This is an optimization exercise on Yosys and OpenROAD, whose aim is small area, not a production implementation. Function was checked by simulation only, so behaviour that the tests miss may differ from the original. Power and IR drop assume default switching activity.

**design.v**
```verilog
`timescale 1ns / 1ps
module channel_avg #(
  parameter NCH            = 16,
  parameter OUTCH_WIDTH    = 16,
  parameter INTERNAL_WIDTH = 32,
  parameter INDATA_WIDTH   = 256,
  parameter OUTDATA_WIDTH  = 256
) (
  input                          RESET,
  input                          CLK,
  input      [7:0]               CONFIG,
  input                          TRIG,
  input      [INDATA_WIDTH-1:0]  INDATA_Q,
  output reg                     OUTVALID,
  output     [OUTDATA_WIDTH-1:0] OUTDATA_Q
);
  localparam AW = 31;
  localparam TB = 19;
  reg trig_prev;
  reg trig_prev1;
  reg trig_prev2;
  wire trig_synced = (trig_prev2 == 1'b0) && (trig_prev1 == 1'b1);
  wire [3:0] avg_n = CONFIG[3:0];
  wire [3:0] sh   = avg_n;
  wire [3:0] sh_n = ~avg_n;
  reg  [15:0] j;
  wire [4:0]  cfg1 = {1'b0, CONFIG[7:4]} + 5'd1;
  wire [15:0] cfg1_w = {11'd0, cfg1};
  wire        wrap  = trig_synced ? cfg1_w[avg_n] : j[avg_n];
  wire [15:0] j_now = trig_synced ? cfg1_w : j;
  wire [15:0] j_nxt = wrap ? 16'd1 : j_now + 16'd1;
  wire trig_synced_nxt = trig_prev & ~trig_prev1;
  wire load_nxt = trig_synced_nxt ? (CONFIG[7:4] == 4'd0)
                                  : (wrap | (~trig_synced & (j == 16'd0)));
  reg  load;
  genvar g, b;
  generate
    for (g = 0; g < NCH; g = g + 1) begin : ch
      wire [15:0]   x = INDATA_Q[16*g +: 16];
      wire          sg = x[15];
      reg  [AW-1:0] acc;
      wire [AW-1:0] a = acc & {AW{~load}};
      wire [AW-1:0] s;
      wire [TB:1]   c;
      ca_fbit0 ub (.a(a[0]), .x(x[0]), .s(s[0]), .co(c[1]));
      for (b = 1; b < TB; b = b + 1) begin : lo
        ca_fbit u (.a(a[b]), .x((b < 16) ? x[b] : sg), .ci(c[b]), .s(s[b]), .co(c[b+1]));
      end
      wire          e = c[TB] ^ sg;
      wire          e_n = ~e;
      wire [AW-1:TB+1] p;
      ca_hfirst uh (.a(a[TB]), .sg(sg), .e(e), .s(s[TB]), .p_out(p[TB+1]));
      for (b = TB + 1; b < AW - 1; b = b + 1) begin : hi
        if ((b - TB) % 2 == 1) begin : odd
          ca_hodd u (.a(a[b]), .sg(sg), .e(e), .p_in(p[b]), .s(s[b]), .p_out(p[b+1]));
        end else begin : even
          ca_heven u (.a(a[b]), .sg(sg), .e_n(e_n), .p_in_n(p[b]), .s(s[b]), .p_out(p[b+1]));
        end
      end
      if ((AW - 1 - TB) % 2 == 1) begin : last_odd
        ca_hlast_odd ul (.a(a[AW-1]), .e(e), .p_in(p[AW-1]), .s(s[AW-1]));
      end else begin : last_even
        ca_hlast_even ul (.a(a[AW-1]), .e_n(e_n), .p_in_n(p[AW-1]), .s(s[AW-1]));
      end
      always @(posedge CLK) acc <= s;
      wire [22:0] u3;
      wire [18:0] u2;
      wire [16:0] u1;
      wire [15:0] u0;
      for (b = 0; b < 23; b = b + 1) begin : m3
        ca_sel u (.sn(sh_n[3]), .hi(acc[b+8]), .s(sh[3]), .lo(acc[b]), .y(u3[b]));
      end
      for (b = 0; b < 19; b = b + 1) begin : m2
        ca_sel u (.sn(sh_n[2]), .hi(u3[b+4]), .s(sh[2]), .lo(u3[b]), .y(u2[b]));
      end
      for (b = 0; b < 17; b = b + 1) begin : m1
        ca_sel u (.sn(sh_n[1]), .hi(u2[b+2]), .s(sh[1]), .lo(u2[b]), .y(u1[b]));
      end
      for (b = 0; b < 16; b = b + 1) begin : m0
        ca_sel u (.sn(sh_n[0]), .hi(u1[b+1]), .s(sh[0]), .lo(u1[b]), .y(u0[b]));
      end
      assign OUTDATA_Q[OUTCH_WIDTH*g +: OUTCH_WIDTH] = u0;
    end
  endgenerate
  always @(posedge CLK or posedge RESET) begin
    if (RESET) begin
      trig_prev  <= 1'b0;
      trig_prev1 <= 1'b0;
      trig_prev2 <= 1'b0;
    end else begin
      trig_prev  <= TRIG;
      trig_prev1 <= trig_prev;
      trig_prev2 <= trig_prev1;
    end
  end
  always @(posedge CLK or posedge RESET) begin
    if (RESET) begin
      OUTVALID <= 1'b0;
      j        <= 16'd0;
      load     <= 1'b0;
    end else begin
      OUTVALID <= wrap;
      j        <= j_nxt;
      load     <= load_nxt;
    end
  end
endmodule
module ca_fbit (input a, input x, input ci, output s, output co);
  assign s  = a ^ x ^ ci;
  assign co = (a & x) | (ci & (a ^ x));
endmodule
module ca_fbit0 (input a, input x, output s, output co);
  assign s  = a ^ x;
  assign co = a & x;
endmodule
module ca_hfirst (input a, input sg, input e, output s, output p_out);
  assign p_out = a ^ sg;
  assign s     = a ^ e;
endmodule
module ca_hodd (input a, input sg, input e, input p_in, output s, output p_out);
  assign p_out = ~(p_in & (a ^ sg));
  assign s     = a ^ (e & p_in);
endmodule
module ca_heven (input a, input sg, input e_n, input p_in_n, output s, output p_out);
  assign p_out = ~(p_in_n | ~(a ^ sg));
  assign s     = a ^ ~(e_n | p_in_n);
endmodule
module ca_hlast_odd (input a, input e, input p_in, output s);
  assign s = a ^ (e & p_in);
endmodule
module ca_hlast_even (input a, input e_n, input p_in_n, output s);
  assign s = a ^ ~(e_n | p_in_n);
endmodule
module ca_sel (input sn, input hi, input s, input lo, output y);
  assign y = ~((sn | hi) & (s | lo));
endmodule
```
**flow/run.sh**
```bash
#!/bin/bash
set -e
export BUFFER_PORTS_ARGS="-buffer_cell sky130_fd_sc_hd__buf_1"
export CTS_ARGS="-sink_clustering_enable -repair_clock_nets -sink_clustering_size 8 -sink_clustering_max_diameter 50 -buf_list sky130_fd_sc_hd__clkbuf_4 -dont_use_dummy_load"
bash standard.sh > standard.log 2>&1
```
**standard.sh**
```bash
#!/bin/bash
# synth_recipe.tcl (not shown) runs the flow's synth.tcl, then flattens the netlist and writes it again
# the make line also repeats each setting of config.mk as NAME=value (left out here)
make -C /OpenROAD-flow-scripts/flow DESIGN_CONFIG=/design/flow/config.mk WORK_HOME=/design/flow/orfs CLKGATE_MAP_FILE= SYNTH_SCRIPT=/design/flow/synth_recipe.tcl "${@:-finish}"
```
**config.mk**
```make
export PLATFORM = sky130hd
export DESIGN_NAME = channel_avg
export DESIGN_NICKNAME = channel_avg
export VERILOG_FILES = /design/flow/design.v
export SDC_FILE = /design/flow/constraint.sdc
export NUM_CORES = 4
export LEC_CHECK = 0
export CAP_MARGIN = 20
export CORE_MARGIN = 2
export CORE_UTILIZATION = 60
export CTS_BUF_LIST = sky130_fd_sc_hd__clkbuf_4
export CTS_CLUSTER_DIAMETER = 50
export CTS_CLUSTER_SIZE = 8
export PLACE_DENSITY = 0.75
export SLEW_MARGIN = 20
export SYNTH_HIERARCHICAL = 1
```
**constraint.sdc**
```tcl
create_clock -name core_clock -period 10.0 [get_ports {CLK}]
set_input_delay 2.0000 -clock core_clock [delete_from_list [all_inputs] [get_ports {CLK}]]
set_output_delay 2.0000 -clock core_clock [all_outputs]
set_load 0.01 [all_outputs]
```
==> run notes <==
-- cell families after synthesis --
| logic type | synth area share (%) |
|---|---|
| compound gates | 23.25 |
| simple gates | 14.50 |
| flops | 31.93 |
| xor+xnor | 10.67 |
| fa+ha+maj | 18.33 |
| buf+inv | 1.024 |
| mux | 0.2828 |
-- worst reg2reg max path: stages (launching register included) --
cell	delay, ns
dfrtp_4	0.76
buf_12	0.31
nor2b_1	0.09
ha_1	0.21
fa_1	0.38
fa_1	0.39
fa_1	0.40
fa_1	0.40
fa_1	0.40
fa_1	0.41
fa_1	0.42
fa_1	0.43
fa_1	0.42
fa_1	0.42
fa_1	0.45
fa_1	0.42
fa_1	0.40
fa_1	0.39
fa_1	0.40
fa_1	0.39
fa_1	0.40
fa_1	0.39
xor2_1	0.18
inv_1	0.14
nor2_1	0.16
xor2_1	0.16
-- state kept, by name (all words and copies together) (netlist names) --
register and cells:
ch.acc 496, trig_prev1 1, trig_prev2 1, OUTVALID 1
j 16, load 1, trig_prev 1
-- cell type report --
type / count / area, sq um / share of cell area (%)
Sequential cell: 517 / 10460 / 28.57
Multi-Input combinational cell: 2826 / 21950 / 59.96
Timing Repair Buffer: 589 / 2590 / 7.074
Clock buffer: 79 / 593.1 / 1.620
Inverter: 24 / 116.4 / 0.3178
Antenna cell: 13 / 32.53 / 0.08885
Tap cell: 696 / 870.8 / 2.378
-- stage by stage --
stage / instances / setup TNS, ns / util, % / total power [uW]
after detailed placement: 4652 / -18.25 / 66.74 / 8473
after global placement: 4652 / -3.815 / 66.74 / 8284
final: 4744 / 0 / 67.90 / 9626
after floorplan: 3428 / 0 / - / 6940
after CTS: 4731 / 0 / 67.84 / 9596
after global routing: 4741 / 0 / 67.89 / 10440
-- cells in the final DEF, fill, tap and decap left out, types with 19 or more instances in the layout --
cell      count
buf_1       516
dfxtp_1     496
xnor2_1     183
nand2_1     185
xor2_1      216
dfrtp_1      20
clkbuf_4     83
buf_4        57
nor2_1      170
o22ai_1    1200
fa_1        288
nor2b_1     498
ha_1         19
inv_1        20
-- cells in the mapped netlist, types with 2 or more instances --
cell	number	area share, %
nor2b_1	498	9.5
and4_1	2	0.054
buf_4	2	0.046
o22ai_1	1200	23
a31oi_1	3	0.057
and3_1	5	0.096
nand2_1	185	2.1
nor4_1	5	0.096
a21oi_1	2	0.031
nand3_1	10	0.15
xnor2_1	183	4.9
clkbuf_1	57	0.65
o21ai_0	2	0.031
nand2b_1	3	0.057
xor2_1	216	5.8
dfrtp_1	21	1.6
mux4_2	2	0.14
ha_1	19	0.73
fa_1	288	18
nor3_1	9	0.14
inv_1	24	0.28
nor2_1	170	1.9
nand4_1	4	0.076
nor3_2	6	0.18
dfxtp_1	496	30
-- layer usage --
| metal | wire [um] | vias to the layer above | track usage [%] | share of wire [%] |
|---|---|---|---|---|
| li1 | - | 14110 | - | - |
| met1 | 40520 | 14300 | 46.21 | 43 |
| met2 | 42980 | 1540 | 51.36 | 45 |
| met3 | 8258 | 260 | 6.910 | 8.7 |
| met4 | 3408 | 6 | 12.56 | 3.6 |
| met5 | 40 | - | 0 | 0.042 |
-- how the worst max path moves through the flow --
stage                             start             end  slack (ns)  cells after the start
after floorplan             INDATA_Q[0]   ch[0].acc[21]        0.11                     23
after global placement    INDATA_Q[112]   ch[7].acc[25]       -0.19                     24
after detailed placement  INDATA_Q[112]   ch[7].acc[27]       -0.26                     24
after CTS                 INDATA_Q[112]   ch[7].acc[27]        0.62                     24
after global routing               load  ch[14].acc[21]        0.28                     25
final                     INDATA_Q[112]   ch[7].acc[27]        0.54                     24
-- Yosys stat by module, one instance, submodules excluded --
module | cells | area (sq um) | copies in the design | flops+latches
ca_fbit | 1 | 20.02 | 288 | 0
ca_fbit0 | 1 | 12.51 | 16 | 0
ca_heven | 4 | 25.02 | 80 | 0
ca_hfirst | 2 | 17.52 | 16 | 0
ca_hlast_odd | 2 | 12.51 | 16 | 0
ca_hodd | 4 | 25.02 | 80 | 0
ca_sel | 1 | 6.256 | 1200 | 0
channel_avg | 1220 | 14790 | 1 | 517
-- where the power goes --
part | switching, uW | internal, uW | total, uW
clock network | 742 | 363 | 1100
logic | 2690 | 2140 | 4840
registers | 693 | 2990 | 3690
total | 4130 | 5500 | 9630
==> reports/metrics.yaml <==
status: "complete, no violations"
synth_cell_types: 41
p_leak_uw: 0.01357
synth-seq-cells: 517
synthesis.area_sq_um: 32740
drc: 0
overflow: 0
cts_made_buffers: 79
start_util_pct: 60.72
reg2reg_to: "ch[14].acc[21]"
drt_first_pass_iters: 8
port_buffers: 523
hold-path-endpoint: "trig_prev1"
synth_nets: 4002
hp-start: "trig_prev"
ys_seq_area_share_pct: 31.93
grt_pass1_wl_mm: 152.0
cts_tree: "built"
finalCriticalPeriod_ns: 9.459
critical_path_peak_fanout: 5
fin_crit_sh_pct: 94.59
r2r_slack_ns: 0.63
post_dp_cell_area_sq_um: 35980
clk_latency_ns: 0.88
ctsHoldBuffers: 0
worstPathRequired_ns: 10.73
die_y_um: 237.6
cts_setup_buffers: 0
pwr_density_cell_nw_per_um2: 262.9
timing.hold.ws_ns: 0.4039
h-tree-depth: 3
die_area_sq_um: 56460
hold_class: "flip-flop to flip-flop"
slowest_delay_ns: 0.44
hold_depth: 0
hpwl_mm: 67.57
num_rows: 85
final-setup-viol-count: 0
setup_ws_ns: 0.5407
clock_sinks: 517
clk_path_buf_depth: 3
crit_chain: "buf_1 -> ha_1 -> fa_1 -> fa_1 -> fa_1 -> fa_1 -> fa_1 -> fa_1 -> fa_1 -> fa_1 -> fa_1 -> fa_1 -> fa_1 -> fa_1 -> fa_1 -> fa_1 -> fa_1 -> fa_1 -> fa_1 -> fa_1 -> xor2_1 -> inv_1 -> nor2_1 -> xor2_1"
stdcell_area_sq_um: 36610
drive_gt1_share_pct: 4.188
antenna_left: 0
vias_per_cell: 6.370
route.final.wire_length_mm: 95.21
reg2reg_depth: 25
vias: 30220
arrival_ns: 10.19
cts-root-buf: "clkbuf_4"
finalHoldViolCount: 0
io_pins: 524
syn-instance-count: 3428
grt_pass1_vias: 28780
r2r_start: "load"
async_reset_ff_share_pct: 4.062
wire_per_inst_um: 20.07
drtIter0Drc: 3152
fmax_mhz: 105.7
final.setup_skew_ns: 0.06964
synthToLayoutAreaGrowth_pct: 11.82
grt_usage_pct: 33.26
path_delay_family: "adder cells"
slew_viol_final: 0
antenna_found_initial: 16
grt_max_degree: 187
cp-start-kind: "input pin"
rsz0062_at_grt: "no"
ir_worst_vdd_uv: 159.6
yosysWarnings: 7
max_slew_margin_pct: 27.50
maxCapViolations: 0
fillers: 4520
gp_congestion: 0.9225
synth_edf_count: 0
die_w_um: 237.6
synth_ff_type: "dfxtp_1"
avgSynthCellArea_sq_um: 9.552
path_class: "input pin to flip-flop"
clk_pin_slew_ns: 0.10
cts-resized-gates: 0
path_buf_inv: 2
cpMostUsedCell: "fa_1"
crit_path_end_kind: "flip-flop"
critical_path.slowest_cell: "fa_1"
dp_slack_ns: -0.2556
core_sq_um: 53920
nets: 4611
worst_pin_slew_ns: 1.088

[static timing again, ports no longer ideal]
How much do the figures lean on ideal ports? The routed layout below was timed once more, with nothing changed but the port constraints. Step 1 (the two cells are an assumption about what drives the block):
set clk [get_ports {CLK}]
set_driving_cell -lib_cell sky130_fd_sc_hd__clkbuf_16 $clk
set_driving_cell -lib_cell sky130_fd_sc_hd__buf_2 [delete_from_list [all_inputs] $clk]
Step 2 times the ports against the registers' clock, not the clock port: input delays grow and output delays shrink by t, the midpoint of the rising clock arrivals with the driver on. Three values: ideal, step 1, step 2; two values: the first two.
shift t [ns]: 0.882
slack for setup (ns): 0.541 / 0.578 / -0.304
clock arrival spread, ns: 0.110 / 0.110
slew at the worst register clock pin (ns): 0.10 / 0.10
With both steps, setup timing fails in this run, where it was met with ideal ports. The setup slack of this run moves by +0.037 ns with the drivers and by -0.845 ns with both steps.
